Background: an optimization exercise with open tools, aiming at small area. Do not read the settings as production practice.
Function was checked by simulation only, so behaviour that the tests miss may differ from the original.
No activity file was given, so power comes from the tool's default toggle rates.

==> flow/design.v, too long to show whole: its modules and the start of the top module <==
// module mc6809is: 2617 lines
module mc6809is
#(
    parameter ILLEGAL_INSTRUCTIONS="GHOST"
) 
(
    input   CLK,
    input   fallE_en,
    input   fallQ_en,
    input   [7:0]  D,
    output  [7:0]  DOut,
    output  [15:0] ADDR,
    output  RnW,
    output  BS,
    output  BA,
    input   nIRQ,
    input   nFIRQ,
    input   nNMI,
    output  AVMA,
    output  BUSY,
    output  LIC,
    input   nHALT,
    input   nRESET,
    input   nDMABREQ,
    output  [111:0] RegData
);
  // ...
==> flow/flow/run.sh <==
#!/bin/bash
# The standard layout, with two changes: a small buffer (buf_1) on every input and output
# port instead of the default clkdlybuf4s50_1, and the buffers that synthesis (abc) put in
# are taken out at floorplan, so that the resizer buffers the netlist from scratch. All tool
# output goes to standard.log here and to ORFS's own logs under orfs/logs.
set -euo pipefail
export BUFFER_PORTS_ARGS="-buffer_cell sky130_fd_sc_hd__buf_1"
export REMOVE_ABC_BUFFERS=1
bash standard.sh finish > standard.log 2>&1
==> flow/standard.sh <==
#!/bin/bash
# synth_recipe.tcl (not shown) runs the flow's synth.tcl, then flattens the netlist and writes it again
# the make line also repeats each setting of config.mk as NAME=value (left out here)
make -C /OpenROAD-flow-scripts/flow DESIGN_CONFIG=/design/flow/config.mk WORK_HOME=/design/flow/orfs CLKGATE_MAP_FILE= SYNTH_SCRIPT=/design/flow/synth_recipe.tcl "${@:-finish}"
==> flow/config.mk <==
export PLATFORM = sky130hd
export DESIGN_NAME = mc6809is
export DESIGN_NICKNAME = mc6809is
export VERILOG_FILES = /design/flow/design.v
export SDC_FILE = /design/flow/constraint.sdc
export NUM_CORES = 4
export LEC_CHECK = 0
export ABC_AREA = 1
export CAP_MARGIN = 5
export CORE_MARGIN = 2
export CORE_UTILIZATION = 30
export GPL_TIMING_DRIVEN = 0
export PLACE_DENSITY = 0.45
export SETUP_SLACK_MARGIN = 0.6
export SLEW_MARGIN = 5
==> flow/constraint.sdc <==
create_clock -name core_clock -period 10.0 [get_ports {CLK}]
set_input_delay 2.0000 -clock core_clock [delete_from_list [all_inputs] [get_ports {CLK}]]
set_output_delay 2.0000 -clock core_clock [all_outputs]
set_load 0.01 [all_outputs]
==> reports/results.tsv, run 1 <==
stage	metric	value	unit
run_status	so_faults	max-capacitance violations, max-slew violations	
timing	finalHoldViolations	0	
setup_path	required	10.42	ns
detailed_routing	wl_per_cell	39.4	um
timing	max_freq	107	MHz
clocking	clockBufferDepth	2	
yosys	synth_xor_xnor_area_share	2.07	%
setup_path	r2r_start	CpuState[5]	
die	n_tap_cell	1050	
setup_path	critPathMaxFanout	13	
place	place_congestion	1.07	
final_layout	final-clk-cell-share	2.28	%
final_layout	design.seq.count	196	
grt	gr-usage-met2	63.8	%
final_layout	multi_input_area_share	59.0	%
final_layout	num-multi-input-gates	2928	
final_layout	n_antenna_cell	12	
job	timing.max_cap.violations	4	
final_layout	nonClockBufferCount	188	
setup_path	crit_family	buffers and inverters	
timing	slew_violations	13	
clocking	hold_buffers	0	
final_layout	final_cell_mix	796 x nand2_1, 515 x nor2_1, 506 x inv_1	
final_layout	multi_input_area	15800	um2
yosys	ys_async_sr_fraction	0	%
timing	holdWs	0.428	ns
yosys	yosys.cell_count.top_type	nand2_1	
place	place_ws	-1.23	ns
place	port-buffer-count	158	
run_status	outcome	failed layout checks	
die	die_area	82700	um2
detailed_routing	first_pass_iters	7	
power	peakVddDrop	0.158	mV
timing	tightestPinTransition	1.56	ns
final_layout	inv_count	570	
final_layout	final_cell_area	26800	um2
die	io_pins	159	
final_layout	nets	3972	
yosys	ys_ff_latch	196	
clocking	insertion_delay	0.58	ns
detailed_routing	maxUsedRoutingLayer	met5	
place	dp_hpwl	156000	um
==> run 2, diff against run 1 <==
--- a/flow/design.v
+++ b/flow/design.v
@@ -258,19 +258,19 @@
             newinst = {topnyb, 4'HA};
     end
     MapInstruction = newinst;
 end
 endfunction
 wire [7:0] MappedInstruction = MapInstruction(D);
 wire    [15:0]  inc_out = pc + 16'H1;
 assign  pc_p1 = inc_out;
+reg     old_sample;      
 always @(posedge CLK)
 begin
-	reg old_sample;
 	old_sample <= NMISample2;
     if (rnRESET == 0) NMILatched <= 1;
     else if (wNMIClear == 1) NMILatched <= 1;
     else if(old_sample & ~NMISample2) NMILatched <= NMIMask;
 end
 always @(posedge CLK)
 begin
 	if(fallQ_en) begin
@@ -821,40 +821,23 @@
 localparam TYPE_EXTENDED   =  3'd5;
 localparam TYPE_INVALID    =  3'd7;
 function [2:0] addressing_mode_type(input   [7:0] inst);
 begin
     casex (inst)
     8'b0000???? :                 addressing_mode_type   =  TYPE_DIRECT;
     8'b0001???? :
     begin
-        casex (inst[3:0])
-        4'b0010:
+        addressing_mode_type   =  TYPE_INVALID;
+        if ((inst[3:0] == 4'b0010) || (inst[3:0] == 4'b0011) || (inst[3:0] == 4'b1001) || (inst[3:0] == 4'b1101))
             addressing_mode_type   =  TYPE_INHERENT;
-        4'b0011:
-            addressing_mode_type   =  TYPE_INHERENT;
-        4'b1001:
-            addressing_mode_type   =  TYPE_INHERENT;
-        4'b1101:
-            addressing_mode_type   =  TYPE_INHERENT;
-        4'b0110:
-            addressing_mode_type   =  TYPE_RELATIVE;
-        4'b0111:
+        if ((inst[3:0] == 4'b0110) || (inst[3:0] == 4'b0111))
             addressing_mode_type   =  TYPE_RELATIVE;
-        4'b1010:
+        if ((inst[3:0] == 4'b1010) || (inst[3:0] == 4'b1100) || (inst[3:0] == 4'b1110) || (inst[3:0] == 4'b1111))
             addressing_mode_type   =  TYPE_IMMEDIATE;
-        4'b1100:
-            addressing_mode_type   =  TYPE_IMMEDIATE;
-        4'b1110:
-            addressing_mode_type   =  TYPE_IMMEDIATE;
-        4'b1111:
-            addressing_mode_type   =  TYPE_IMMEDIATE;
-        default:
-            addressing_mode_type   =  TYPE_INVALID;
-        endcase
     end
     8'b0010????:                     addressing_mode_type   =  TYPE_RELATIVE;
     8'b0011????:
     begin
         casex(inst[3:0])
         4'b00??:
             addressing_mode_type   =  TYPE_INDEXED;
         4'b01??:
==> flow/flow/run.sh (replaced) <==
#!/bin/bash
# The standard layout (standard.sh) with three changes:
#  - synthesis maps the logic with flow/abc_area3.script (see flow/synth.tcl); the rest of the
#    synthesis is the standard flow's own (synth_recipe.tcl), so registers keep their names and cells;
#  - the buffers abc put in are removed at floorplan (REMOVE_ABC_BUFFERS), so the resizer
#    buffers the netlist itself;
#  - every input and output port gets a buf_1 instead of the default clkdlybuf4s50_1.
# All tool output goes to standard.log here and to ORFS's own logs under orfs/logs.
set -euo pipefail
export FLOW_WORK="$PWD"
export FLOW_ABC_SCRIPT="$PWD/flow/abc_area3.script"
export BUFFER_PORTS_ARGS="-buffer_cell sky130_fd_sc_hd__buf_1"
export REMOVE_ABC_BUFFERS=1
bash standard.sh "SYNTH_SCRIPT=$PWD/flow/synth.tcl" finish > standard.log 2>&1
==> flow/flow/abc_area3.script (new file) <==
strash
ifraig
dc2
dch -f
amap
strash
dc2
dch -f
amap
strash
dch -f
amap
topo
stime -c
buffer -c
dnsize -c
==> flow/flow/synth.tcl (new file) <==
# The standard flow's synthesis script (synth_recipe.tcl, in the work folder), with one change: abc maps the
# logic with flow/abc_area3.script, three rounds of AIG optimisation and area-oriented
# standard-cell mapping (amap), instead of ORFS's abc_area.script. Registers are mapped before
# abc and are untouched by it.
proc abc {args} {
  set i [lsearch -exact $args -script]
  if {$i >= 0} { lset args [expr {$i + 1}] $::env(FLOW_ABC_SCRIPT) }
  yosys abc {*}$args
}
source $::env(FLOW_WORK)/synth_recipe.tcl
==> flow/config.mk (replaced) <==
export PLATFORM = sky130hd
export DESIGN_NAME = mc6809is
export DESIGN_NICKNAME = mc6809is
export VERILOG_FILES = /design/flow/design.v
export SDC_FILE = /design/flow/constraint.sdc
export NUM_CORES = 4
export LEC_CHECK = 0
export ABC_AREA = 1
export CAP_MARGIN = 20
export CORE_MARGIN = 2
export CORE_UTILIZATION = 30
export GPL_TIMING_DRIVEN = 0
export PLACE_DENSITY = 0.45
export SETUP_SLACK_MARGIN = 0.8
export SLEW_MARGIN = 20
==> reports/results.tsv, run 2 <==
stage	metric	value	unit	change
run_status	outcome	no timing/DRC/antenna violations		
setup_path	arrival	9.84	ns	
timing	slew_headroom	6.32	%	
detailed_routing	first_iter_violations	6755		
die	initial_core_util	30.4	%	
die	die_area	71800	um2	-13%
timing	finalHoldViolations	0		unchanged
grt	grt_pass1_vias	26800		
timing	tightestPinTransition	1.39	ns	-0.166 ns
timing	period_needed	9.52	ns	
final_layout	drive_gt1_share	13.8	%	
detailed_routing	drc	0		
timing	finalSetupTns	0	ns	
grt	grt_antenna_before_repair	13		
final_layout	final_common_cell	nor2_1		
final_layout	nFillCells	7444		
clocking	hold_buffers	0		unchanged
yosys	ys.flop_type	edfxtp_1		
setup_path	crit_path_end_kind	flop		
clocking	cts_buffers	17		
timing	slew_violations	0		-13
detailed_routing	drtAntennaViolNets	0		
yosys	ys_top_cells_by_area	edfxtp_1 27%, nor2_1 10%, inv_1 6.6%		
clocking	cts_tree	built		
grt	overflow	0		
timing	holdWs	0.384	ns	-0.0442 ns
setup_path	critPathMaxFanout	17		+4
yosys	ys_top_cells_by_count	571 x nor2_1, 367 x inv_1, 197 x o21ai_0, 197 x o22ai_1, 191 x edfxtp_1		
die	io_pins	159		unchanged
detailed_routing	wl_per_cell	43.0	um	+9.2%
setup_path	required	10.31	ns	-0.11 ns
yosys	yosys_warnings	1		
timing	max_freq	105	MHz	-2.2%
yosys	syn_avg_cell_area	6.96	um2	
hold_path	worstHoldPathType	reg -> reg		
timing	fin_crit_sh	95.2	%	
place	port-buffer-count	158		unchanged
yosys	synth_cell_type_count	67		
detailed_routing	first_pass_iters	10		+3
place	place_congestion	1.13		+5.2%
final_layout	area_growth	21.9	%	
clocking	clock_sinks	193		
detailed_routing	wirelength	180000	um	
yosys	ys_seq_area_share	27.6	%	
setup_path	cp_common_cell	nor2_1		
yosys	synth_cells	3004		
yosys	ys_async_sr_fraction	0	%	unchanged
final_layout	nets	3299		-17%
yosys	synth_top_area_share	27.4	%	
yosys	synthesis.area	20900	um2	
clocking	clockBufferDepth	2		unchanged
setup_path	start_kind	primary input		
grt	grt_max_degree	41		
setup_path	crit_slowest_cell	clkdlybuf4s15_1		
yosys	ys_ff_latch	193		-1.5%
final_layout	final_cell_mix	527 x nor2_1, 340 x inv_1, 192 x o22ai_1		
job	timing.max_cap.violations	0		-4
die	die_y	268	um	
timing	fin_skew	0.0316	ns	
power	peakVddDrop	0.0862	mV	-46%
final_layout	multi_input_area	14300	um2	-9.5%
place	dp_hpwl	140000	um	-11%
power	finalPower	3.54	mW	
die	core_area	68800	um2	
timing	rsz0062_at_grt	true		
final_layout	register_area	5780	um2	
clocking	insertion_delay	0.55	ns	-0.03 ns
yosys	synth_edf_count	191		
clocking	path_clk_slew	0.09	ns	
detailed_routing	vias	30500		
clocking	cts-root-buf	clkbuf_16		
grt	grt_pass1_wl	235000	um	
setup_path	critPathKind	in -> reg		
final_layout	utilization	37.0	%	
final_layout	final_cell_area	25500	um2	-4.9%
power	cellLeakagePower	9.32	nW	
timing	setup_viol	0		
die	rows	96		
setup_path	slowest_delay	0.91	ns	
die	die_w	268	um	
clocking	htreeDepth	4		
detailed_routing	via_per_inst	7.30		
grt	track_usage	48.2	%	
yosys	yosys.area.top_type	edfxtp_1		
power	p_per_area	139	nW/um2	
yosys	yosys.cell_count.top_type	nor2_1		
place	place_area	23200	um2	
-- run 2: cell count changes after synthesis, moves of 45 or more --
| cell | previous run | this run |
|---|---|---|
| xor2_1 | 45 | 0 |
| inv_1 | 508 | 367 |
| nand3_1 | 231 | 72 |
| o221ai_1 | 58 | 126 |
| nor3_1 | 109 | 160 |
| o22ai_1 | 125 | 197 |
| o211ai_1 | 64 | 12 |
| o2111ai_1 | 61 | 12 |
| nand2_1 | 800 | 188 |
-- run 2: where the power goes --
| part | total, mW | internal [mW] | switching [mW] |
|---|---|---|---|
| Clock | 0.783 | 0.338 | 0.445 |
| Combinational | 1.78 | 0.462 | 1.32 |
| Sequential | 0.976 | 0.933 | 0.0425 |
| Total | 3.54 | 1.73 | 1.81 |
-- run 2: kinds of logic after synthesis --
| logic type | count (synthesis) | share of synthesized area [%] |
|---|---|---|
| flip-flops | 193 | 27.6 |
| buffers and inverters | 504 | 9.08 |
| adder cells (fa/ha/maj) | 53 | 3.32 |
| AND/OR/NAND/NOR | 1200 | 25.7 |
| AO/OA/AOI/OAI | 1053 | 34.3 |
| XOR/XNOR | 1 | 0.0419 |
-- run 2: what timing repair did --
item / in CTS / in global routing
endpoints found under the setup margin: 129 / 35
buffers inserted: 46 / 61
pin swaps: 17 / 19
resized for setup: 79 / 110
cloned: 1 / 2
-- run 2: final cells by class --
class                           instances  area share (%)
Clock buffer                           18            1.68
Clock inverter                         14           0.653
Inverter                              384            6.02
Tap cell                              931            4.57
Multi-Input combinational cell       2308            56.1
Timing Repair inverter                  2          0.0393
Sequential cell                       193            22.7
Timing Repair Buffer                  323            8.15
Antenna cell                            8          0.0786
-- run 2: per-stage QoR --
step	instances	setup WS, ns
floorplan	2884	1.61
global placement	3973	-9.18
detailed placement	4030	-2.86
CTS	4109	0.692
global route	4173	0.566
finish	4181	0.478
-- run 2: final timing paths --
kind              depth (start not counted)          to  slack, ns        start
setup reg to reg                         40       cc[0]       0.63  CpuState[6]
hold / removal                            0  old_sample       0.38   NMISample2
hold reg to reg                           0  old_sample       0.38   NMISample2
setup / recovery                         25     NMIMask       0.48         D[2]
-- run 2: per-layer routing --
layer / wire length [um] / global-route usage (%)
met5: 147 / 0
met2: 67800 / 64.8
met3: 28900 / 20.3
met4: 13500 / 27.4
met1: 69400 / 63.9
-- run 2: critical path, delay by kind of cell --
family	cells	cell delay, ns
buf+inv	7	2.95
compound gates	6	1.39
simple gates	12	3.46
==> run 3, diff against run 2 <==
==> flow/flow/abc_area3.script (replaced) <==
strash
ifraig
dc2
dch -f
amap
strash
dc2
dch -f
amap
strash
dch -f
amap
topo
stime -c
buffer -c
upsize -c
dnsize -c
==> reports/results.tsv, run 3 <==
stage	metric	value	unit	change
hold_path	worstHoldPathType	reg -> reg		
timing	rsz0062_at_grt	false		
die	die_y	270	um	+0.70%
yosys	synth_top_area_share	27.1	%	-0.39 points
setup_path	slowest_delay	0.64	ns	-0.27 ns
yosys	yosys_warnings	1		unchanged
final_layout	utilization	36.6	%	-0.41 points
setup_path	worstSetupStartpoint	CpuState[3]		
grt	grt_antenna_before_repair	21		+8
final_layout	nets	3293		-0.18%
hold_path	holdPathStages	0		unchanged
timing	fin_skew	0.0429	ns	+0.0112 ns
yosys	synth_cells	3004		unchanged
setup_path	r2r_start	CpuState[3]		
run_status	outcome	no timing/DRC/antenna violations		
timing	fin_crit_sh	92.1	%	-3.1 points
clocking	cts_tree	built		
final_layout	stdcell_count	4183		+0.048%
power	internal_power	1.73	mW	-0.25%
timing	period_needed	9.21	ns	-0.311 ns
place	place_ws	-2.74	ns	+0.121 ns
setup_path	arrival	9.48	ns	-0.36 ns
detailed_routing	first_pass_iters	10		unchanged
place	dp_hpwl	141000	um	+0.97%
setup_path	cp_common_cell	nor2_1		
yosys	synth_cell_type_count	87		+30%
timing	slew_violations	0		unchanged
timing	finalSetupTns	0	ns	unchanged
yosys	yosys.area.top_type	edfxtp_1		
die	rows	97		+1.0%
die	die_w	270	um	+0.70%
yosys	synth_edf_count	191		unchanged
detailed_routing	wirelength	181000	um	+0.94%
clocking	path_clk_slew	0.11	ns	+0.02 ns
detailed_routing	vias	30500		-0.21%
timing	tightestPinTransition	1.38	ns	-0.0140 ns
power	swShare	51.3	%	+0.29 points
grt	grt_pass1_vias	27100		+1.0%
power	p_clk_share	22.7	%	+0.6 points
setup_path	crit_path_end_kind	flop		
setup_path	required	10.27	ns	-0.04 ns
detailed_routing	drtAntennaViolNets	0		unchanged
setup_path	critPathKind	reg -> reg		
grt	grt_max_degree	41		unchanged
grt	overflow	0		unchanged
die	die_area	72800	um2	+1.4%
power	p_sw	1.82	mW	+0.91%
setup_path	start_kind	flop		
grt	track_usage	47.7	%	-0.55 points
yosys	ys.flop_type	edfxtp_1		
final_layout	final_common_cell	nor2_1		
clocking	insertion_delay	0.55	ns	about the same
timing	slew_headroom	8.11	%	+1.8 points
final_layout	multi_input_area	14500	um2	+1.3%
die	core_area	70000	um2	+1.7%
power	cellLeakagePower	9.38	nW	+0.59%
place	dp_cells	4031		+0.025%
clocking	hold_buffers	0		unchanged
timing	max_freq	109	MHz	+3.4%
timing	timing.final.ws_setup	0.790	ns	+0.311 ns
clocking	cts-root-buf	clkbuf_16		
setup_path	crit_buf_inv	6		-1
clocking	htreeDepth	4		unchanged
yosys	ys_top_cells_by_count	559 x nor2_1, 355 x inv_1, 197 x o22ai_1, 191 x edfxtp_1, 189 x o21ai_0		
final_layout	final_cell_mix	519 x nor2_1, 331 x inv_1, 192 x o22ai_1		
final_layout	register_area	5780	um2	unchanged
setup_path	crit_slowest_cell	a32oi_4		
final_layout	final_cell_area	25600	um2	+0.62%
clocking	cts_buffers	17		unchanged
grt	grt_pass1_wl	239000	um	+1.7%
die	io_pins	159		unchanged
place	place_area	23400	um2	+0.91%
timing	holdWs	0.413	ns	+0.0297 ns
detailed_routing	via_per_inst	7.28		-0.25%
yosys	synthesis.area	21200	um2	+1.4%
final_layout	drive_gt1_share	14.4	%	+0.64 points
timing	setup_viol	0		unchanged
power	power_frac_seq	27.6	%	about the same
yosys	ys_async_sr_fraction	0	%	unchanged
setup_path	reg2reg_setup_slack	0.79	ns	+0.16 ns
power	p_per_area	139	nW/um2	-0.28%
timing	finalHoldViolations	0		unchanged
yosys	ys_seq_area_share	27.2	%	-0.39 points
yosys	yosys.cell_count.top_type	nor2_1		
clocking	clockBufferDepth	2		unchanged
yosys	ys_top_cells_by_area	edfxtp_1 27%, nor2_1 9.9%, inv_1 6.3%		
yosys	syn_avg_cell_area	7.06	um2	+1.4%
place	place_congestion	1.11		-1.6%
setup_path	crit_family	simple AND/OR/NAND/NOR gates		
final_layout	area_growth	20.9	%	
hold_path	hp-start	NMISample		
detailed_routing	wl_per_cell	43.4	um	+0.89%
setup_path	critPathMaxFanout	18		+1
job	timing.max_cap.violations	0		unchanged
final_layout	nFillCells	7641		+2.6%
detailed_routing	first_iter_violations	6661		-1.4%
die	initial_core_util	30.3	%	-0.096 points
yosys	ys_ff_latch	193		unchanged
setup_path	r2r.worst_path.cells	39		-2.5%
hold_path	hold_end	NMISample2		
power	peakVddDrop	0.100	mV	+16%
power	finalPower	3.55	mW	+0.34%
setup_path	r2r_end	cc[1]		
place	port-buffer-count	158		unchanged
power	pwr-share-comb	49.7	%	-0.6 points
clocking	clock_sinks	193		unchanged
detailed_routing	drc	0		unchanged
run 3: how the worst max path moves through the flow:
stage            end  slack (ns)  cells after the start
2_1_floorplan  cc[1]        1.85                     40
3_3_place_gp   cc[2]       -8.27                     21
3_5_place_dp   cc[1]       -2.74                     36
4_1_cts        cc[1]        0.67                     46
5_1_grt        cc[1]        0.73                     44
6_report       cc[1]        0.79                     39
run 3: kinds of logic after synthesis:
family	after synthesis	share of synthesized area, %
AND/OR/NAND/NOR	1200	26.1
AO/OA/AOI/OAI	1053	34.3
buffers and inverters	504	9.04
flip-flops	193	27.2
adder cells (fa/ha/maj)	53	3.27
XOR/XNOR	1	0.0413
run 3: power groups by stage:
stage          logic [mW]  clock network, mW  registers (mW)
6_report             1.77              0.808           0.979
5_1_grt              1.74              0.825           0.979
2_1_floorplan       0.677                  0           0.974
4_1_cts              1.56              0.803           0.977
3_5_place_dp         1.51                  0           0.995
3_3_place_gp         1.42                  0           0.996
run 3: cell type report:
| type | instances | share of cell area (%) |
|---|---|---|
| Timing Repair Buffer | 318 | 8.00 |
| Clock inverter | 15 | 0.693 |
| Tap cell | 940 | 4.59 |
| Multi-Input combinational cell | 2308 | 56.5 |
| Inverter | 384 | 5.94 |
| Timing Repair inverter | 1 | 0.0195 |
| Clock buffer | 17 | 1.66 |
| Antenna cell | 7 | 0.0683 |
| Sequential cell | 193 | 22.5 |
run 3: routing by layer:
layer / GRT usage (%) / vias to the layer above / wire, um
met1: 63.2 / 14900 / 69700
met3: 19.7 / 705 / 29200
met4: 25.5 / 18 / 13200
met5: 0 / - / 123
li1: - / 11800 / -
met2: 65.1 / 3016 / 69200
run 3: repair_timing:
| item | 4_1_cts | 5_1_grt |
|---|---|---|
| endpoints found under the setup margin | 110 | 32 |
| buffers inserted | 35 | 74 |
| cloned | 1 | 1 |
| pin swaps | 11 | 18 |
| resized for setup | 59 | 109 |
==> run 4, diff against run 3 <==
--- a/flow/config.mk
+++ b/flow/config.mk
@@ -11,5 +11,5 @@
 export CORE_UTILIZATION = 30
 export GPL_TIMING_DRIVEN = 0
 export PLACE_DENSITY = 0.45
-export SETUP_SLACK_MARGIN = 0.8
+export SETUP_SLACK_MARGIN = 0.5
 export SLEW_MARGIN = 20
==> reports/results.tsv, run 4 <==
stage	metric	value	unit	change
timing	holdWs	0.410	ns	-0.00315 ns
detailed_routing	wirelength	181000	um	-0.25%
timing	slew_headroom	4.25	%	-3.9 points
timing	slew_violations	0		unchanged
setup_path	crit_path_end_kind	flop		
final_layout	utilization	35.7	%	-0.91 points
die	die_y	270	um	unchanged
grt	grt_antenna_before_repair	26		+24%
clocking	insertion_delay	0.55	ns	about the same
die	io_pins	159		unchanged
detailed_routing	drtAntennaViolNets	0		unchanged
detailed_routing	via_per_inst	7.34		+0.80%
die	die_area	72800	um2	unchanged
clocking	path_clk_slew	0.11	ns	about the same
timing	tightestPinTransition	1.43	ns	+0.0493 ns
timing	setup_viol	0		unchanged
power	power_frac_seq	27.9	%	+0.3 points
detailed_routing	first_iter_violations	6406		-3.8%
yosys	synthesis.area	21200	um2	unchanged
detailed_routing	drc	0		unchanged
yosys	yosys_warnings	1		unchanged
setup_path	slowest_delay	0.96	ns	+0.32 ns
setup_path	crit_chain	buf_1 -> clkinvlp_4 -> nand2_1 -> nor3_4 -> nor2_1 -> o21ai_0 -> a211oi_1 -> nor2_2 -> buf_8 -> inv_1 -> nor3_1 -> a31oi_1 -> a21oi_1 -> a2111oi_2 -> o21ai_1 -> nor4_1 -> a21boi_1 -> and4_1 -> nand2_1 -> nand3b_1 -> a21boi_1 -> nor2_1 -> nor2_1		
final_layout	area_growth	17.9	%	
setup_path	r2r_start	Inst2[7]		
setup_path	crit_family	buffers and inverters		
yosys	synth_cells	3004		unchanged
final_layout	nets	3245		-1.5%
yosys	ys_top_cells_by_area	edfxtp_1 27%, nor2_1 9.9%, inv_1 6.3%		
grt	grt_max_degree	41		unchanged
setup_path	arrival	9.78	ns	+0.30 ns
setup_path	cp_num_cells	23		-41%
grt	track_usage	47.6	%	-0.053 points
power	swShare	51.4	%	about the same
yosys	yosys.cell_count.top_type	nor2_1		
power	internal_power	1.71	mW	-1.2%
final_layout	final_common_cell	nor2_1		
setup_path	r2r_end	cc[1]		
job	timing.max_cap.violations	0		unchanged
detailed_routing	wl_per_cell	43.7	um	+0.81%
final_layout	drive_gt1_share	11.9	%	-2.6 points
setup_path	cp_common_cell	nor2_1		
timing	finalHoldViolations	0		unchanged
hold_path	worstHoldPathType	reg -> reg		
setup_path	crit_slowest_cell	a211oi_1		
die	die_w	270	um	unchanged
timing	max_freq	105	MHz	-3.0%
power	p_sw	1.80	mW	-1.1%
die	rows	97		unchanged
place	port-buffer-count	158		unchanged
timing	period_needed	9.50	ns	+0.286 ns
clocking	cts-root-buf	clkbuf_16		
power	peakVddDrop	0.0976	mV	-2.4%
setup_path	required	10.28	ns	about the same
yosys	ys_top_cells_by_count	559 x nor2_1, 355 x inv_1, 197 x o22ai_1, 191 x edfxtp_1, 189 x o21ai_0		
clocking	htreeDepth	4		unchanged
detailed_routing	first_pass_iters	9		-1
yosys	ys.flop_type	edfxtp_1		
yosys	ys_seq_area_share	27.2	%	unchanged
grt	grt_pass1_wl	239000	um	-0.11%
timing	fin_skew	0.0424	ns	-0.000537 ns
setup_path	critPathKind	in -> reg		
setup_path	r2r.worst_path.cells	44		+13%
yosys	ys_ff_latch	193		unchanged
place	place_congestion	1.11		unchanged
timing	fin_crit_sh	95.0	%	+2.9 points
yosys	synth_top_area_share	27.1	%	unchanged
clocking	clock_sinks	193		unchanged
yosys	syn_avg_cell_area	7.06	um2	unchanged
setup_path	crit_buf_inv	4		-2
hold_path	holdPathStages	0		unchanged
timing	rsz0062_at_grt	true		
grt	grt_pass1_vias	27000		-0.51%
grt	overflow	0		unchanged
power	p_per_area	140	nW/um2	+1.3%
die	core_area	70000	um2	unchanged
clocking	clockBufferDepth	2		unchanged
setup_path	reg2reg_setup_slack	0.57	ns	-0.22 ns
run_status	outcome	no timing/DRC/antenna violations		
die	initial_core_util	30.3	%	unchanged
clocking	cts_buffers	17		unchanged
power	cellLeakagePower	9.09	nW	-3.0%
setup_path	critPathMaxFanout	29		+11
hold_path	hold_end	NMISample2		
detailed_routing	vias	30400		-0.26%
clocking	hold_buffers	0		unchanged
power	pwr-share-comb	49.2	%	-0.5 points
setup_path	start_kind	primary input		
place	dp_hpwl	141000	um	unchanged
yosys	synth_edf_count	191		unchanged
final_layout	final_cell_mix	531 x nor2_1, 339 x inv_1, 192 x o22ai_1		
hold_path	hp-start	NMISample		
yosys	synth_cell_type_count	87		unchanged
final_layout	nFillCells	7686		+0.59%
power	p_clk_share	23.0	%	+0.3 points
clocking	cts_tree	built		
yosys	yosys.area.top_type	edfxtp_1		
yosys	ys_async_sr_fraction	0	%	unchanged
## run 4: cell types whose count changed in the layout (fill, tap and decap cells not counted), sizes merged
cell and delta:
clkinvlp -4, diode +4, inv +4, nand3 -1
buf -49, clkbuf +2
## run 4: cell type report
| class | count | area [um2] | share of cell area, % |
|---|---|---|---|
| antenna | 11 | 27.5 | 0.110 |
| clock buffer | 17 | 425 | 1.70 |
| clock inverter | 15 | 178 | 0.711 |
| inverter | 384 | 1510 | 6.03 |
| multi-input combinational | 2307 | 14200 | 56.9 |
| sequential | 193 | 5780 | 23.1 |
| tap | 940 | 1180 | 4.71 |
| timing repair buffer | 271 | 1680 | 6.72 |
| timing repair inverter | 1 | 5.00 | 0.0200 |
## run 4: repair_timing
item / in CTS / in global routing
resized for setup: 42 / 62
setup endpoints to repair: 89 / 32
pin swaps: 8 / 12
cloned: 1 / 0
endpoints found under the hold margin: 0 / 0
buffers inserted: 21 / 41
## run 4: how the worst max path moves through the flow
| stage | slack, ns | startpoint | endpoint |
|---|---|---|---|
| global route | 0.43 | Inst1[7] | cc[0] |
| floorplan | 1.85 | CpuState[2] | cc[1] |
| detailed placement | -2.74 | D[6] | cc[1] |
| CTS | 0.48 | Inst2[7] | cc[1] |
| finish | 0.50 | D[1] | NMIMask |
| global placement | -8.27 | CpuState[2] | cc[2] |
## run 4: cell families after synthesis
group | after synthesis | share of synthesized area (%)
flip-flops | 193 | 27.2
AND/OR/NAND/NOR | 1200 | 26.1
AO/OA/AOI/OAI | 1053 | 34.3
XOR/XNOR | 1 | 0.0413
adder cells (fa/ha/maj) | 53 | 3.27
buffers and inverters | 504 | 9.04
## run 4: layer usage
| metal | global-route usage [%] | wire length [um] |
|---|---|---|
| met2 | 65.3 | 69300 |
| met3 | 20.2 | 29400 |
| met5 | 0.395 | 127 |
| met1 | 63.0 | 69800 |
| met4 | 24.2 | 12400 |
## run 4: stage by stage
stage                     setup TNS, ns  area (um2)  power [mW]  worst slack [ns]  cells
final                                 0       25000        3.51             0.504   4139
after global routing                  0       25000        3.51             0.433   4131
after CTS                             0       24300        3.33             0.479   4085
after detailed placement         -82.42       23400        2.51             -2.74   4031
after global placement          -753.26       22500        2.41             -8.27   3982
after floorplan                       0       20700        1.65              1.85   2884
## run 4: worst register-to-register path: cells and delay by family (launching register included)
family / cells / cell delay, ns
flip-flops: 1 / 0.47
adder cells (fa/ha/maj): 2 / 0.62
AND/OR/NAND/NOR: 18 / 2.84
AO/OA/AOI/OAI: 14 / 3.62
buffers and inverters: 10 / 1.63
## run 4: power groups by stage
stage / clock network, mW / registers [mW] / logic (mW)
2_1_floorplan: 0 / 0.974 / 0.677
6_report: 0.806 / 0.979 / 1.73
3_3_place_gp: 0 / 0.996 / 1.42
5_1_grt: 0.827 / 0.978 / 1.70
4_1_cts: 0.803 / 0.978 / 1.55
3_5_place_dp: 0 / 0.995 / 1.51
==> run 5, diff against run 4 <==
==> flow/flow/abc_area3.script (replaced) <==
strash
ifraig
dc2
dch -f
amap
strash
dc2
dch -f
amap
strash
dch -f
amap
topo
stime -c
buffer -c
dnsize -c
--- a/flow/config.mk
+++ b/flow/config.mk
@@ -8,8 +8,9 @@
 export ABC_AREA = 1
 export CAP_MARGIN = 20
 export CORE_MARGIN = 2
-export CORE_UTILIZATION = 30
+export CORE_UTILIZATION = 35
+export CTS_BUF_LIST = sky130_fd_sc_hd__clkbuf_8 sky130_fd_sc_hd__clkbuf_16
 export GPL_TIMING_DRIVEN = 0
-export PLACE_DENSITY = 0.45
-export SETUP_SLACK_MARGIN = 0.5
+export PLACE_DENSITY = 0.5
+export SETUP_SLACK_MARGIN = 0.8
 export SLEW_MARGIN = 20
==> reports/results.tsv, run 5 <==
stage	metric	value	unit	change
final_layout	nets	3303		+1.8%
yosys	yosys_warnings	1		unchanged
clocking	clock_sinks	193		unchanged
setup_path	r2r_start	tmp[1]		
setup_path	crit_path_end_kind	flop		
setup_path	worstSetupStartpoint	D[3]		
setup_path	critPathKind	in -> reg		
hold_path	hp-start	NMISample2		
die	die_w	248	um	-8.0%
yosys	synth_cell_type_count	67		-23%
yosys	ys_top_cells_by_area	edfxtp_1 27%, nor2_1 10%, inv_1 6.6%		
detailed_routing	via_per_inst	7.92		+7.9%
detailed_routing	wirelength	178000	um	-1.6%
final_layout	final_common_cell	nor2_1		
power	finalPower	3.42	mW	-2.7%
timing	holdWs	0.410	ns	-0.000391 ns
detailed_routing	vias	32000		+5.4%
clocking	path_clk_slew	0.08	ns	-0.03 ns
timing	finalHoldViolations	0		unchanged
hold_path	worstHoldPathType	reg -> reg		
place	port-buffer-count	158		unchanged
final_layout	area_growth	20.8	%	
final_layout	final_cell_mix	529 x nor2_1, 345 x inv_1, 191 x edfxtp_1, 191 x o22ai_1, 189 x o21ai_0		
yosys	syn_avg_cell_area	6.96	um2	-1.4%
timing	rsz0062_at_grt	false		
power	p_per_area	135	nW/um2	-3.7%
setup_path	required	10.29	ns	about the same
die	core_area	59000	um2	-16%
clocking	cts_tree	built		
timing	fin_crit_sh	95.0	%	about the same
detailed_routing	first_iter_violations	7126		+11%
yosys	ys_ff_latch	193		unchanged
final_layout	nFillCells	6179		-20%
final_layout	multi_input_area	14300	um2	+0.31%
final_layout	utilization	42.8	%	+7.1 points
setup_path	start_kind	primary input		
clocking	clockBufferDepth	2		unchanged
place	place_congestion	1.13		+1.6%
yosys	synth_top_area_share	27.4	%	+0.39 points
grt	overflow	0		unchanged
die	initial_core_util	35.4	%	+5.1 points
setup_path	arrival	9.79	ns	about the same
setup_path	critPathMaxFanout	15		-48%
grt	grt_antenna_before_repair	34		+31%
place	dp_hpwl	135000	um	-4.2%
yosys	yosys.cell_count.top_type	nor2_1		
yosys	synth_edf_count	191		unchanged
clocking	cts-root-buf	clkbuf_16		
grt	track_usage	55.8	%	+8.2 points
clocking	cts_buffers	17		unchanged
yosys	ys_top_cells_by_count	571 x nor2_1, 367 x inv_1, 197 x o21ai_0, 197 x o22ai_1, 191 x edfxtp_1		
yosys	synth_cells	3004		unchanged
timing	fin_skew	0.0212	ns	-0.0212 ns
power	peakVddDrop	0.164	mV	+68%
die	die_y	248	um	-8.0%
final_layout	drive_gt1_share	13.5	%	+1.6 points
place	place_area	22900	um2	-2.2%
yosys	synthesis.area	20900	um2	-1.4%
die	io_pins	159		unchanged
timing	slew_headroom	8.54	%	+4.3 points
timing	slew_violations	0		unchanged
timing	setup_viol	0		unchanged
clocking	htreeDepth	4		unchanged
final_layout	final_cell_area	25200	um2	+1.0%
yosys	yosys.area.top_type	edfxtp_1		
final_layout	register_area	5780	um2	unchanged
detailed_routing	first_pass_iters	13		+4
timing	tightestPinTransition	1.37	ns	-0.0557 ns
detailed_routing	drtAntennaViolNets	0		unchanged
yosys	ys_seq_area_share	27.6	%	+0.39 points
power	cellLeakagePower	9.30	nW	+2.3%
grt	grt_max_degree	28		-32%
clocking	insertion_delay	0.53	ns	-0.02 ns
job	timing.max_cap.violations	0		unchanged
detailed_routing	wl_per_cell	44.0	um	+0.64%
run_status	outcome	no timing/DRC/antenna violations		
yosys	ys.flop_type	edfxtp_1		
die	die_area	61700	um2	-15%
grt	grt_pass1_vias	27900		+3.4%
yosys	ys_async_sr_fraction	0	%	unchanged
detailed_routing	drc	0		unchanged
grt	grt_pass1_wl	235000	um	-1.6%
timing	period_needed	9.50	ns	+0.00111 ns
timing	max_freq	105	MHz	about the same
die	rows	89		-8.2%
[run 5: cell count changes after synthesis, moves of 5 or more]
cell / previous run / this run
o21ai_0: 189 / 197
a2111oi_0: 43 / 50
inv_1: 355 / 367
o21ai_1: 20 / 12
nor2_4: 5 / 0
nor2_1: 559 / 571
nor2_2: 7 / 0
buf_2: 13 / 1
inv_2: 15 / 0
clkbuf_1: 96 / 110
[run 5: critical path, stage by stage]
cell and delay, ns:
buf_2 0.56, inv_1 0.69, nor2_1 0.52, inv_1 0.43
o21ai_1 0.68, inv_1 0.37, o221ai_1 0.30, a22oi_2 0.18
buf_6 0.24, inv_1 0.37, o221ai_1 0.26, a32oi_1 0.28
nor2_1 0.18, a2111oi_1 0.52, o21ai_0 0.23, nor4_1 0.27
a21boi_0 0.50, and4_1 0.33, nand2_1 0.08, nand3b_1 0.15
a21boi_1 0.32, nor2_1 0.21, nor2_1 0.06
[run 5: power by group]
| part | total (mW) | switching (mW) | internal, mW | leakage, nW |
|---|---|---|---|---|
| logic | 1.72 | 1.29 | 0.428 | 7.25 |
| registers | 0.972 | 0.0385 | 0.933 | 1.77 |
| clock network | 0.728 | 0.402 | 0.326 | 0.277 |
[run 5: metrics by stage]
stage | std cells | setup WS, ns | TNS, ns
3_3_place_gp | 3815 | -9.01 | -998.95
5_1_grt | 4019 | 0.764 | 0
2_1_floorplan | 2884 | 1.61 | 0
3_5_place_dp | 3867 | -3.22 | -136.72
4_1_cts | 3946 | 0.808 | 0
6_report | 4046 | 0.503 | 0
[run 5: final timing paths]
path | depth (start not counted) | endpoint | slack [ns]
min | 0 | old_sample | 0.41
min reg2reg | 0 | old_sample | 0.41
max | 23 | NMIMask | 0.50
max reg2reg | 32 | NMIMask | 0.57
[run 5: final cells by class]
type	instances	share of cell area, %
Sequential cell	193	22.9
Multi-Input combinational cell	2307	56.5
Antenna cell	28	0.278
Timing Repair inverter	2	0.0396
Inverter	384	6.06
Clock inverter	14	0.496
Clock buffer	17	1.68
Timing Repair Buffer	328	8.24
Tap cell	773	3.83
[run 5: kinds of logic after synthesis]
| kind of cell | count (synthesis) | synth area share, % |
|---|---|---|
| adder cells (fa/ha/maj) | 53 | 3.32 |
| AO/OA/AOI/OAI | 1053 | 34.3 |
| buffers and inverters | 504 | 9.08 |
| AND/OR/NAND/NOR | 1200 | 25.7 |
| flip-flops | 193 | 27.6 |
| XOR/XNOR | 1 | 0.0419 |
[run 5: layer usage]
layer | vias up | share of wire, % | global-route usage [%]
met1 | 15100 | 35 | 67.3
met2 | 3909 | 36 | 72.5
met5 | - | 0.22 | 1.27
met4 | 34 | 9.1 | 34.9
met3 | 1142 | 20 | 35.5
li1 | 11900 | - | -
[run 5: timing repair]
item,CTS,global route
resized for setup,85,102
endpoints found under the setup margin,138,44
setup buffers,46,72
hold buffers,0,0
pin swaps,12,17
cloned,2,0
==> run 6, diff against run 5 <==
--- a/flow/config.mk
+++ b/flow/config.mk
@@ -6,11 +6,11 @@
 export NUM_CORES = 4
 export LEC_CHECK = 0
 export ABC_AREA = 1
-export CAP_MARGIN = 20
+export CAP_MARGIN = 15
 export CORE_MARGIN = 2
 export CORE_UTILIZATION = 35
 export CTS_BUF_LIST = sky130_fd_sc_hd__clkbuf_8 sky130_fd_sc_hd__clkbuf_16
 export GPL_TIMING_DRIVEN = 0
 export PLACE_DENSITY = 0.5
 export SETUP_SLACK_MARGIN = 0.8
-export SLEW_MARGIN = 20
+export SLEW_MARGIN = 15
==> reports/results.tsv, run 6 <==
stage	metric	value	unit	change
yosys	synthesis.area	20900	um2	unchanged
detailed_routing	wirelength	177000	um	-0.35%
timing	finalSetupTns	0	ns	unchanged
clocking	htreeDepth	4		unchanged
place	port-buffer-count	158		unchanged
yosys	synth_cell_type_count	67		unchanged
final_layout	final_cell_mix	534 x nor2_1, 343 x inv_1, 192 x o21ai_0, 192 x o22ai_1, 191 x edfxtp_1		
power	p_per_area	138	nW/um2	+1.8%
detailed_routing	first_iter_violations	7469		+4.8%
die	initial_core_util	35.4	%	unchanged
run_status	outcome	no timing/DRC/antenna violations		
yosys	syn_avg_cell_area	6.96	um2	unchanged
detailed_routing	first_pass_iters	14		+1
final_layout	nets	3285		-0.54%
place	place_congestion	1.13		unchanged
setup_path	arrival	9.89	ns	+0.10 ns
die	core_area	59000	um2	unchanged
final_layout	area_growth	19.7	%	
grt	overflow	0		unchanged
grt	grt_pass1_vias	27900		+0.075%
power	peakVddDrop	0.158	mV	-3.6%
timing	slew_headroom	6.66	%	-1.9 points
yosys	synth_edf_count	191		unchanged
timing	fin_skew	0.0157	ns	-0.00544 ns
grt	grt_antenna_before_repair	38		+12%
power	cellLeakagePower	9.20	nW	-1.1%
setup_path	crit_path_end_kind	flop		
setup_path	critPathMaxFanout	13		-2
yosys	ys_seq_area_share	27.6	%	unchanged
place	dp_cells	3861		-0.16%
yosys	yosys_warnings	1		unchanged
grt	track_usage	55.6	%	-0.17 points
setup_path	required	10.25	ns	-0.04 ns
die	io_pins	159		unchanged
final_layout	final_common_cell	nor2_1		
die	die_y	248	um	unchanged
timing	period_needed	9.64	ns	+0.144 ns
clocking	insertion_delay	0.55	ns	+0.02 ns
grt	grt_max_degree	28		unchanged
clocking	clockBufferDepth	2		unchanged
yosys	synth_top_area_share	27.4	%	unchanged
clocking	cts-root-buf	clkbuf_16		
setup_path	critPathKind	in -> reg		
final_layout	drive_gt1_share	12.6	%	-0.89 points
place	place_ws	-3.23	ns	-0.0165 ns
timing	fin_crit_sh	96.4	%	+1.4 points
hold_path	worstHoldPathType	reg -> reg		
timing	timing.final.ws_setup	0.358	ns	-0.144 ns
clocking	cts_buffers	17		unchanged
detailed_routing	via_per_inst	7.95		+0.31%
timing	max_freq	104	MHz	-1.5%
place	dp_hpwl	135000	um	-0.16%
timing	tightestPinTransition	1.40	ns	+0.0282 ns
hold_path	holdPathStages	0		unchanged
yosys	yosys.area.top_type	edfxtp_1		
die	die_w	248	um	unchanged
place	place_area	22800	um2	-0.37%
detailed_routing	drc	0		unchanged
final_layout	final_cell_area	25000	um2	-0.94%
die	die_area	61700	um2	unchanged
detailed_routing	drtAntennaViolNets	0		unchanged
timing	setup_viol	0		unchanged
yosys	ys_async_sr_fraction	0	%	unchanged
clocking	clock_sinks	193		unchanged
final_layout	stdcell_count	4024		-0.54%
yosys	ys_ff_latch	193		unchanged
yosys	ys_top_cells_by_area	edfxtp_1 27%, nor2_1 10%, inv_1 6.6%		
grt	grt_pass1_wl	234000	um	-0.37%
die	rows	89		unchanged
detailed_routing	vias	32000		-0.23%
timing	finalHoldViolations	0		unchanged
yosys	yosys.cell_count.top_type	nor2_1		
clocking	cts_tree	built		
clocking	path_clk_slew	0.08	ns	about the same
setup_path	r2r.worst_path.cells	31		-3.1%
timing	rsz0062_at_grt	true		
timing	slew_violations	0		unchanged
setup_path	start_kind	primary input		
job	timing.max_cap.violations	0		unchanged
yosys	ys.flop_type	edfxtp_1		
yosys	synth_cells	3004		unchanged
yosys	ys_top_cells_by_count	571 x nor2_1, 367 x inv_1, 197 x o21ai_0, 197 x o22ai_1, 191 x edfxtp_1		
detailed_routing	wl_per_cell	44.1	um	+0.19%
[run 6: cell counts after synthesis]
Identical to the previous run, type by type.
[run 6: logic make-up after synthesis]
kind of cell | Yosys count | synth area share [%]
compound gates | 1053 | 34.3
flops | 193 | 27.6
buf+inv | 504 | 9.08
fa+ha+maj | 53 | 3.32
simple gates | 1200 | 25.7
xor+xnor | 1 | 0.0419
[run 6: timing repair]
| item | 4_1_cts | 5_1_grt |
|---|---|---|
| pin swaps | 8 | 15 |
| hold buffers | 0 | 0 |
| gates resized for setup | 82 | 89 |
| buffers inserted | 40 | 64 |
| gates cloned | 2 | 1 |
| setup endpoints to repair | 143 | 42 |
[run 6: worst paths after layout]
kind / start / slack [ns] / end
max: D[0] / 0.36 / NMIMask
min: NMISample2 / 0.41 / old_sample
max reg2reg: tmp[1] / 0.50 / NMIMask
min reg2reg: NMISample2 / 0.41 / old_sample
[run 6: per-stage QoR]
stage,utilization [%],hold slack [ns],power [mW]
after floorplan,-,0.349,1.63
after global placement,37.3,0.403,2.32
after detailed placement,38.6,0.407,2.40
after CTS,40.7,0.425,3.19
after global routing,42.3,0.432,3.40
final,42.4,0.410,3.44
[run 6: critical path: stages]
cell	delay [ns]
buf_1	0.71
clkinvlp_4	0.97
nand2_1	0.39
nor2_1	0.14
nand2_1	0.73
o21ai_0	0.64
inv_1	0.46
o221ai_1	0.18
a22oi_2	0.45
buf_6	0.24
inv_1	0.20
o221ai_1	0.36
a32oi_1	0.18
nor2_1	0.42
a2111oi_2	0.12
o21ai_0	0.11
nor4_1	0.07
a21boi_0	0.21
and4_1	0.33
nand2_1	0.07
nand3b_1	0.11
a21boi_2	0.54
nor2_1	0.10
nor2_1	0.12
[run 6: area by class of cell]
cell class | count | area, um2
antenna | 23 | 57.6
clock buffer | 17 | 425
clock inverter | 15 | 171
fill | 6218 | 34000
inverter | 384 | 1520
multi-input combinational | 2308 | 14200
sequential | 193 | 5780
tap | 773 | 967
timing repair buffer | 309 | 1890
timing repair inverter | 2 | 10.0
[run 6: report_power, final]
group          total (mW)  switching (mW)  internal [mW]
logic                1.70            1.29          0.417
registers           0.972          0.0387          0.933
clock network       0.768           0.412          0.356
[run 6: routing by layer]
metal	vias to the layer above	track usage (%)	share of wire (%)
li1	11800	-	-
met1	15100	67.3	35
met2	3907	71.9	36
met3	1128	34.7	20
met4	22	35.8	9.3
met5	-	2.46	0.22
==> run 7, diff against run 6 <==
==> flow/flow/abc_area3.script (replaced) <==
strash
ifraig
dc2
dch -f
amap
strash
dc2
dch -f
amap
strash
dch -f
amap
topo
stime -c
buffer -c
upsize -c
dnsize -c
--- a/flow/config.mk
+++ b/flow/config.mk
@@ -12,5 +12,5 @@
 export CTS_BUF_LIST = sky130_fd_sc_hd__clkbuf_8 sky130_fd_sc_hd__clkbuf_16
 export GPL_TIMING_DRIVEN = 0
 export PLACE_DENSITY = 0.5
-export SETUP_SLACK_MARGIN = 0.8
+export SETUP_SLACK_MARGIN = 0.5
 export SLEW_MARGIN = 15
==> reports/results.tsv, run 7 <==
stage	metric	value	unit	change
clocking	cts-root-buf	clkbuf_16		
die	initial_core_util	35.2	%	-0.16 points
place	dp_hpwl	134000	um	-0.68%
place	port-buffer-count	158		unchanged
final_layout	nets	3244		-1.2%
detailed_routing	wl_met1	63100	um	+2.5%
grt	track_usage	53.0	%	-2.7 points
timing	rsz0062_at_grt	false		
die	die_y	250	um	+0.70%
final_layout	final_cell_mix	532 x nor2_1, 342 x inv_1, 193 x o22ai_1		
detailed_routing	maxUsedRoutingLayer	met5		
die	die_w	250	um	+0.70%
clocking	path_clk_slew	0.09	ns	about the same
grt	overflow	0		unchanged
detailed_routing	wl_met2	63300	um	-0.84%
detailed_routing	first_pass_iters	11		-3
detailed_routing	via_per_inst	7.75		-2.5%
setup_path	crit_path_end_kind	flop		
timing	fin_skew	0.0198	ns	+0.00402 ns
grt	grt_pass1_wl	229000	um	-2.2%
timing	slew_headroom	2.26	%	-4.4 points
yosys	ys_async_sr_fraction	0	%	unchanged
yosys	synth_cell_type_count	87		+30%
power	pwr-share-comb	48.9	%	-0.6 points
place	place_area	23100	um2	+1.2%
detailed_routing	wl_per_cell	43.4	um	-1.5%
clocking	cts_tree	built		
final_layout	area_growth	16.5	%	
timing	period_needed	9.59	ns	-0.0554 ns
setup_path	critPathMaxFanout	15		+2
timing	timing.final.ws_setup	0.414	ns	+0.0554 ns
clocking	htreeDepth	4		unchanged
power	peakVddDrop	0.145	mV	-8.4%
clocking	cts_buffers	17		unchanged
clocking	clock_sinks	193		unchanged
yosys	ys_top_cells_by_count	559 x nor2_1, 355 x inv_1, 197 x o22ai_1, 191 x edfxtp_1, 189 x o21ai_0		
power	p_sw	1.75	mW	+0.69%
detailed_routing	vias	30900		-3.4%
detailed_routing	drc	0		unchanged
power	internal_power	1.69	mW	-1.2%
yosys	synthesis.area	21200	um2	+1.4%
final_layout	final_common_cell	nor2_1		
timing	tightestPinTransition	1.47	ns	+0.0660 ns
setup_path	arrival	9.84	ns	-0.05 ns
timing	max_freq	104	MHz	+0.58%
setup_path	required	10.25	ns	about the same
detailed_routing	wirelength	173000	um	-2.5%
hold_path	worstHoldPathType	reg -> reg		
yosys	yosys.cell_count.top_type	nor2_1		
timing	slew_violations	0		unchanged
final_layout	drive_gt1_share	11.3	%	-1.3 points
yosys	yosys.area.top_type	edfxtp_1		
run_status	outcome	no timing/DRC/antenna violations		
clocking	clockBufferDepth	2		unchanged
detailed_routing	wl_met3	32100	um	-8.8%
job	timing.max_cap.violations	0		unchanged
grt	grt_max_degree	30		+7.1%
yosys	ys.flop_type	edfxtp_1		
grt	grt_pass1_vias	27300		-2.3%
power	p_clk_share	22.6	%	+0.3 points
final_layout	nFillCells	6424		+3.3%
die	io_pins	159		unchanged
timing	fin_crit_sh	95.9	%	-0.55 points
place	place_congestion	1.14		+1.4%
clocking	insertion_delay	0.54	ns	about the same
die	die_area	62500	um2	+1.4%
setup_path	critPathKind	in -> reg		
timing	finalHoldViolations	0		unchanged
power	p_per_area	139	nW/um2	+1.1%
yosys	ys_top_cells_by_area	edfxtp_1 27%, nor2_1 9.9%, inv_1 6.3%		
die	rows	90		+1.1%
yosys	yosys_warnings	1		unchanged
timing	setup_viol	0		unchanged
detailed_routing	drtAntennaViolNets	0		unchanged
final_layout	utilization	41.1	%	-1.3 points
setup_path	start_kind	primary input		
power	swShare	50.9	%	+0.47 points
place	place_ws	-2.40	ns	+0.828 ns
power	power_frac_seq	28.5	%	+0.3 points
die	core_area	60100	um2	+1.9%
yosys	syn_avg_cell_area	7.06	um2	+1.4%
final_layout	final_cell_area	24700	um2	-1.3%
grt	grt_antenna_before_repair	20		-47%
yosys	ys_seq_area_share	27.2	%	-0.39 points
yosys	synth_edf_count	191		unchanged
power	cellLeakagePower	9.07	nW	-1.4%
yosys	synth_top_area_share	27.1	%	-0.39 points
yosys	ys_ff_latch	193		unchanged
detailed_routing	first_iter_violations	6591		-12%
yosys	synth_cells	3004		unchanged
==> run 7: cell types whose count changed after synthesis, sizes merged <==
cell,previous run,this run
buf,10,24
inv,367,370
clkbuf,110,96
clkinv,17,14
==> run 7: logic make-up (layout without fill, tap and decap cells) <==
logic type / Yosys count / after routing / synth area share (%)
and+or+nand+nor: 1200 / 1200 / 26.1
adders and majority gates: 53 / 53 / 3.27
xor gates and xnor gates: 1 / 1 / 0.0413
buffers and inverters: 504 / 687 / 9.04
other: 0 / 15 / 0
AOI/OAI and AO/OA: 1053 / 1053 / 34.3
DFF: 193 / 193 / 27.2
==> run 7: power by group through the flow <==
stage	Sequential (mW)	Clock [mW]	Combinational [mW]
3_5_place_dp	0.994	0	1.44
3_3_place_gp	0.994	0	1.36
2_1_floorplan	0.974	0	0.677
4_1_cts	0.975	0.762	1.48
6_report	0.979	0.776	1.68
5_1_grt	0.978	0.786	1.65
==> run 7: worst max-delay path, stage by stage <==
cell       delay, ns
buf_1           0.47
inv_1           1.05
nand2_1         0.27
nor3_1          1.02
inv_1           0.85
nor2_1          0.50
a2111oi_0       0.12
nand3_1         0.23
o21ai_2         0.32
or2_2           0.43
a31oi_1         0.66
a221oi_1        0.23
o221a_2         0.17
and4_1          0.20
nand2_1         0.06
nand3b_1        0.09
a21boi_1        0.91
nor2_1          0.08
nor2_1          0.14
==> run 7: repair_timing <==
| item | CTS | global route |
|---|---|---|
| cloned | 1 | 0 |
| setup buffers | 22 | 43 |
| hold buffers | 0 | 0 |
| pin swaps | 9 | 12 |
| setup endpoints to repair | 88 | 23 |
| gates resized for setup | 44 | 59 |
==> run 7: per-stage QoR <==
step,total power [mW],hold WS (ns),std cells,setup TNS (ns)
floorplan,1.65,0.349,2884,0
global placement,2.36,0.379,3824,-617.43
detailed placement,2.44,0.382,3868,-62.29
CTS,3.22,0.409,3923,0
global route,3.41,0.434,3970,0
finish,3.44,0.398,3984,0
==> run 7: routing by layer <==
layer  vias to the layer above  global-route usage, %
li1                      11700                      -
met1                     14800                   67.1
met2                      3411                   69.2
met3                       887                   29.1
met4                        18                   31.3
met5                         -                   2.39
==> run 7: final cells by class <==
class / count / area, um2 / share of cell area [%]
multi-input cells: 2307 / 14100 / 57.2
flip-flops and latches: 193 / 5780 / 23.4
repair buffers: 270 / 1650 / 6.69
inverters: 384 / 1500 / 6.07
well taps: 782 / 978 / 3.96
clock buffers: 17 / 425 / 1.72
clock inverters: 15 / 189 / 0.765
diodes: 15 / 37.5 / 0.152
repair inverters: 1 / 5.00 / 0.0203
==> run 7: final timing paths <==
| path | start | to | slack (ns) | cells after the start |
|---|---|---|---|---|
| setup / recovery | D[1] | NMIMask | 0.41 | 19 |
| hold / removal | NMISample2 | old_sample | 0.40 | 0 |
| setup reg to reg | Inst2[7] | cc[3] | 0.61 | 48 |
| hold reg to reg | NMISample2 | old_sample | 0.40 | 0 |
==> run 8, diff against run 7 <==
--- a/flow/config.mk
+++ b/flow/config.mk
@@ -8,9 +8,9 @@
 export ABC_AREA = 1
 export CAP_MARGIN = 15
 export CORE_MARGIN = 2
-export CORE_UTILIZATION = 35
+export CORE_UTILIZATION = 30
 export CTS_BUF_LIST = sky130_fd_sc_hd__clkbuf_8 sky130_fd_sc_hd__clkbuf_16
 export GPL_TIMING_DRIVEN = 0
-export PLACE_DENSITY = 0.5
+export PLACE_DENSITY = 0.45
 export SETUP_SLACK_MARGIN = 0.5
 export SLEW_MARGIN = 15
==> reports/results.tsv, run 8 <==
stage	metric	value	unit	change
setup_path	crit_family	simple AND/OR/NAND/NOR gates		
yosys	ys_top_cells_by_count	559 x nor2_1, 355 x inv_1, 197 x o22ai_1, 191 x edfxtp_1, 189 x o21ai_0		
grt	overflow	0		unchanged
yosys	ys_async_sr_fraction	0	%	unchanged
setup_path	arrival	9.93	ns	+0.09 ns
yosys	synthesis.area	21200	um2	unchanged
yosys	synth_top_area_share	27.1	%	unchanged
detailed_routing	via_per_inst	7.28		-6.1%
grt	track_usage	47.5	%	-5.5 points
detailed_routing	first_iter_violations	6316		-4.2%
yosys	syn_avg_cell_area	7.06	um2	unchanged
clocking	clockBufferDepth	2		unchanged
grt	grt_max_degree	30		unchanged
yosys	yosys.area_share.simple	26.1	%	unchanged
place	place_congestion	1.11		-3.0%
place	dp_hpwl	141000	um	+5.5%
die	die_y	270	um	+7.9%
power	p_per_area	139	nW/um2	about the same
clocking	hold_buffers	0		unchanged
final_layout	stdcell_count	4169		+4.6%
setup_path	slowest_delay	0.78	ns	-0.27 ns
yosys	synth_cell_type_count	87		unchanged
detailed_routing	first_pass_iters	10		-1
timing	setup_viol	0		unchanged
yosys	ys.flop_type	edfxtp_1		
yosys	muxShareOfSynthArea	0	%	unchanged
final_layout	nFillCells	7678		+20%
grt	grt_pass1_vias	27200		-0.14%
timing	slew_headroom	6.77	%	+4.5 points
timing	finalSetupTns	0	ns	unchanged
final_layout	area_growth	19.8	%	
timing	rsz0062_at_grt	true		
power	cellLeakagePower	9.28	nW	+2.3%
clocking	cts_buffers	17		unchanged
setup_path	crit_path_end_kind	flop		
detailed_routing	vias	30300		-1.7%
timing	finalHoldViolations	0		unchanged
setup_path	cp_common_cell	nor2_1		
detailed_routing	wl_per_cell	43.4	um	-0.12%
setup_path	crit_chain	clkdlybuf4s15_2 -> inv_1 -> nor3_4 -> clkinv_1 -> and3_1 -> or3_1 -> nor2_2 -> buf_8 -> inv_1 -> nor3_1 -> a31oi_1 -> nor2_1 -> a21oi_1 -> a2111oi_2 -> o21ai_1 -> nor4_1 -> a21boi_1 -> and4_1 -> nand2_1 -> nand3b_1 -> a21boi_1 -> nor2_1 -> nor2_1		
yosys	ys_top_cells_by_area	edfxtp_1 27%, nor2_1 9.9%, inv_1 6.3%		
die	io_pins	159		unchanged
die	die_w	270	um	+7.9%
yosys	yosys.area.top_type	edfxtp_1		
die	core_area	70000	um2	+16%
yosys	ys_ff_latch	193		unchanged
grt	grt_antenna_before_repair	14		-30%
setup_path	crit_slowest_cell	inv_1		
yosys	yosys.cell_count.top_type	nor2_1		
hold_path	worstHoldPathType	reg -> reg		
yosys	yosys_warnings	1		unchanged
final_layout	nets	3277		+1.0%
clocking	clock_sinks	193		unchanged
clocking	path_clk_slew	0.09	ns	about the same
timing	max_freq	104	MHz	-0.59%
yosys	synth_xor_xnor_area_share	0.0413	%	unchanged
die	initial_core_util	30.3	%	-5.0 points
clocking	cts_tree	built		
timing	fin_skew	0.0452	ns	+0.0254 ns
setup_path	start_kind	primary input		
final_layout	final_common_cell	nor2_1		
timing	period_needed	9.64	ns	+0.0569 ns
place	dp_cells	4032		+4.2%
yosys	ys_seq_area_share	27.2	%	unchanged
die	rows	97		+7.8%
final_layout	drive_gt1_share	13.2	%	+1.9 points
clocking	htreeDepth	4		unchanged
timing	slew_violations	0		unchanged
detailed_routing	wirelength	181000	um	+4.5%
clocking	insertion_delay	0.56	ns	+0.02 ns
detailed_routing	drc	0		unchanged
final_layout	final_cell_mix	525 x nor2_1, 334 x inv_1, 193 x o22ai_1		
detailed_routing	drtAntennaViolNets	0		unchanged
yosys	synth_top_family_by_area	compound AO/OA/AOI/OAI gates		
place	port-buffer-count	158		unchanged
clocking	cts-root-buf	clkbuf_16		
setup_path	critPathKind	in -> reg		
power	peakVddDrop	0.0984	mV	-32%
job	timing.max_cap.violations	0		unchanged
yosys	synth_compound_area_share	34.3	%	unchanged
setup_path	required	10.28	ns	+0.03 ns
setup_path	critPathMaxFanout	29		+14
run_status	outcome	no timing/DRC/antenna violations		
timing	tightestPinTransition	1.39	ns	-0.0760 ns
timing	fin_crit_sh	96.4	%	+0.57 points
setup_path	crit_buf_inv	5		+2
yosys	synth_cells	3004		unchanged
yosys	synth_fa_ha_area_share	3.27	%	unchanged
grt	grt_pass1_wl	238000	um	+4.1%
die	die_area	72800	um2	+16%
yosys	synth_edf_count	191		unchanged
## run 8: final cells by class
class | count | area [um2] | share of cell area (%)
antenna | 9 | 22.5 | 0.0887
clock buffer | 17 | 425 | 1.68
clock inverter | 15 | 183 | 0.719
inverter | 384 | 1510 | 5.96
multi-input combinational | 2308 | 14400 | 56.6
sequential | 193 | 5780 | 22.7
tap | 940 | 1180 | 4.63
timing repair buffer | 302 | 1930 | 7.59
timing repair inverter | 1 | 5.00 | 0.0197
## run 8: report_power, final
| group | switching (mW) | leakage [nW] | total [mW] | internal [mW] |
|---|---|---|---|---|
| Combinational | 1.31 | 7.21 | 1.76 | 0.446 |
| Sequential | 0.0435 | 1.77 | 0.977 | 0.933 |
| Clock | 0.460 | 0.295 | 0.801 | 0.341 |
| Total | 1.82 | 9.28 | 3.54 | 1.72 |
## run 8: path summary, 6_finish.rpt
| path | startpoint | endpoint | slack [ns] | depth (start not counted) |
|---|---|---|---|---|
| max | D[2] | NMIMask | 0.36 | 23 |
| min | NMISample2 | old_sample | 0.40 | 0 |
| max reg2reg | tmp[7] | cc[1] | 0.60 | 43 |
| min reg2reg | NMISample2 | old_sample | 0.40 | 0 |
## run 8: worst reg2reg max path: cells and delay by family (launching register included)
kind | cells | cell delay [ns]
buffers and inverters | 8 | 1.60
adder cells (fa/ha/maj) | 1 | 0.44
flip-flops | 1 | 0.73
AND/OR/NAND/NOR | 18 | 2.59
AO/OA/AOI/OAI | 16 | 3.81
## run 8: logic make-up (layout without fill, tap and decap cells)
kind of cell	Yosys count	in the layout
DFF	193	193
xor gates and xnor gates	1	1
adders and majority gates	53	53
other	0	9
AOI/OAI and AO/OA	1053	1053
and+or+nand+nor	1200	1201
buffers and inverters	504	719
## run 8: stage by stage
step | total power [mW] | area (um2) | hold WS [ns] | setup WS (ns) | utilization [%]
floorplan | 1.65 | 20700 | 0.349 | 1.85 | -
CTS | 3.32 | 24300 | 0.416 | 0.495 | 34.8
global route | 3.52 | 25400 | 0.432 | 0.446 | 36.2
detailed placement | 2.51 | 23400 | 0.404 | -2.67 | 33.4
global placement | 2.41 | 22500 | 0.403 | -8.27 | 32.1
finish | 3.54 | 25400 | 0.396 | 0.357 | 36.3
## run 8: timing repair
item	4_1_cts	5_1_grt
setup buffers	23	70
gates resized for setup	43	108
gates cloned	1	1
setup endpoints to repair	100	29
pin swaps	10	19
## run 8: layer usage
layer	vias up	share of wire, %	GRT usage, %
li1	11800	-	-
met1	14900	38	62.1
met2	2982	38	63.4
met3	672	16	21.3
met4	14	7.4	27.6
met5	-	0.13	1.71

[re-timing with driven ports]
The results above use ideal ports. As a check the final layouts listed here were re-extracted and re-timed, cells and wires unchanged. Step 1, drivers: a clkbuf_16 drives CLK and a buf_2 each remaining input, both assumed. Step 2 also shifts input and output timing later by t, the mid clock arrival at the registers, as if the neighbouring blocks saw the same clock. Three values: ideal ports, drivers, drivers and shift; two values: the first two.
run | t, ns | setup slack, ns | worst setup path after step 2 | worst register clock-pin slew, ns
run 1 | 0.624 | 0.683 / 0.704 / 0.080 | input to register | 0.11 / 0.11
run 2 | 0.612 | 0.478 / 0.525 / -0.087 | input to register | 0.11 / 0.11
run 3 | 0.605 | 0.790 / 0.790 / 0.294 | input to register | 0.12 / 0.12
run 4 | 0.605 | 0.504 / 0.548 / -0.058 | input to register | 0.12 / 0.12
run 5 | 0.583 | 0.503 / 0.537 / -0.046 | input to register | 0.09 / 0.09
run 6 | 0.597 | 0.358 / 0.389 / -0.208 | input to register | 0.09 / 0.09
run 7 | 0.585 | 0.414 / 0.454 / -0.131 | input to register | 0.10 / 0.10
run 8 | 0.593 | 0.357 / 0.393 / -0.200 | input to register | 0.12 / 0.12
With both steps, setup timing fails in 6 of these runs, where it was met with ideal ports. The setup slack of run 1, which loses most, moves by +0.021 ns with the drivers and by -0.603 ns with both steps.
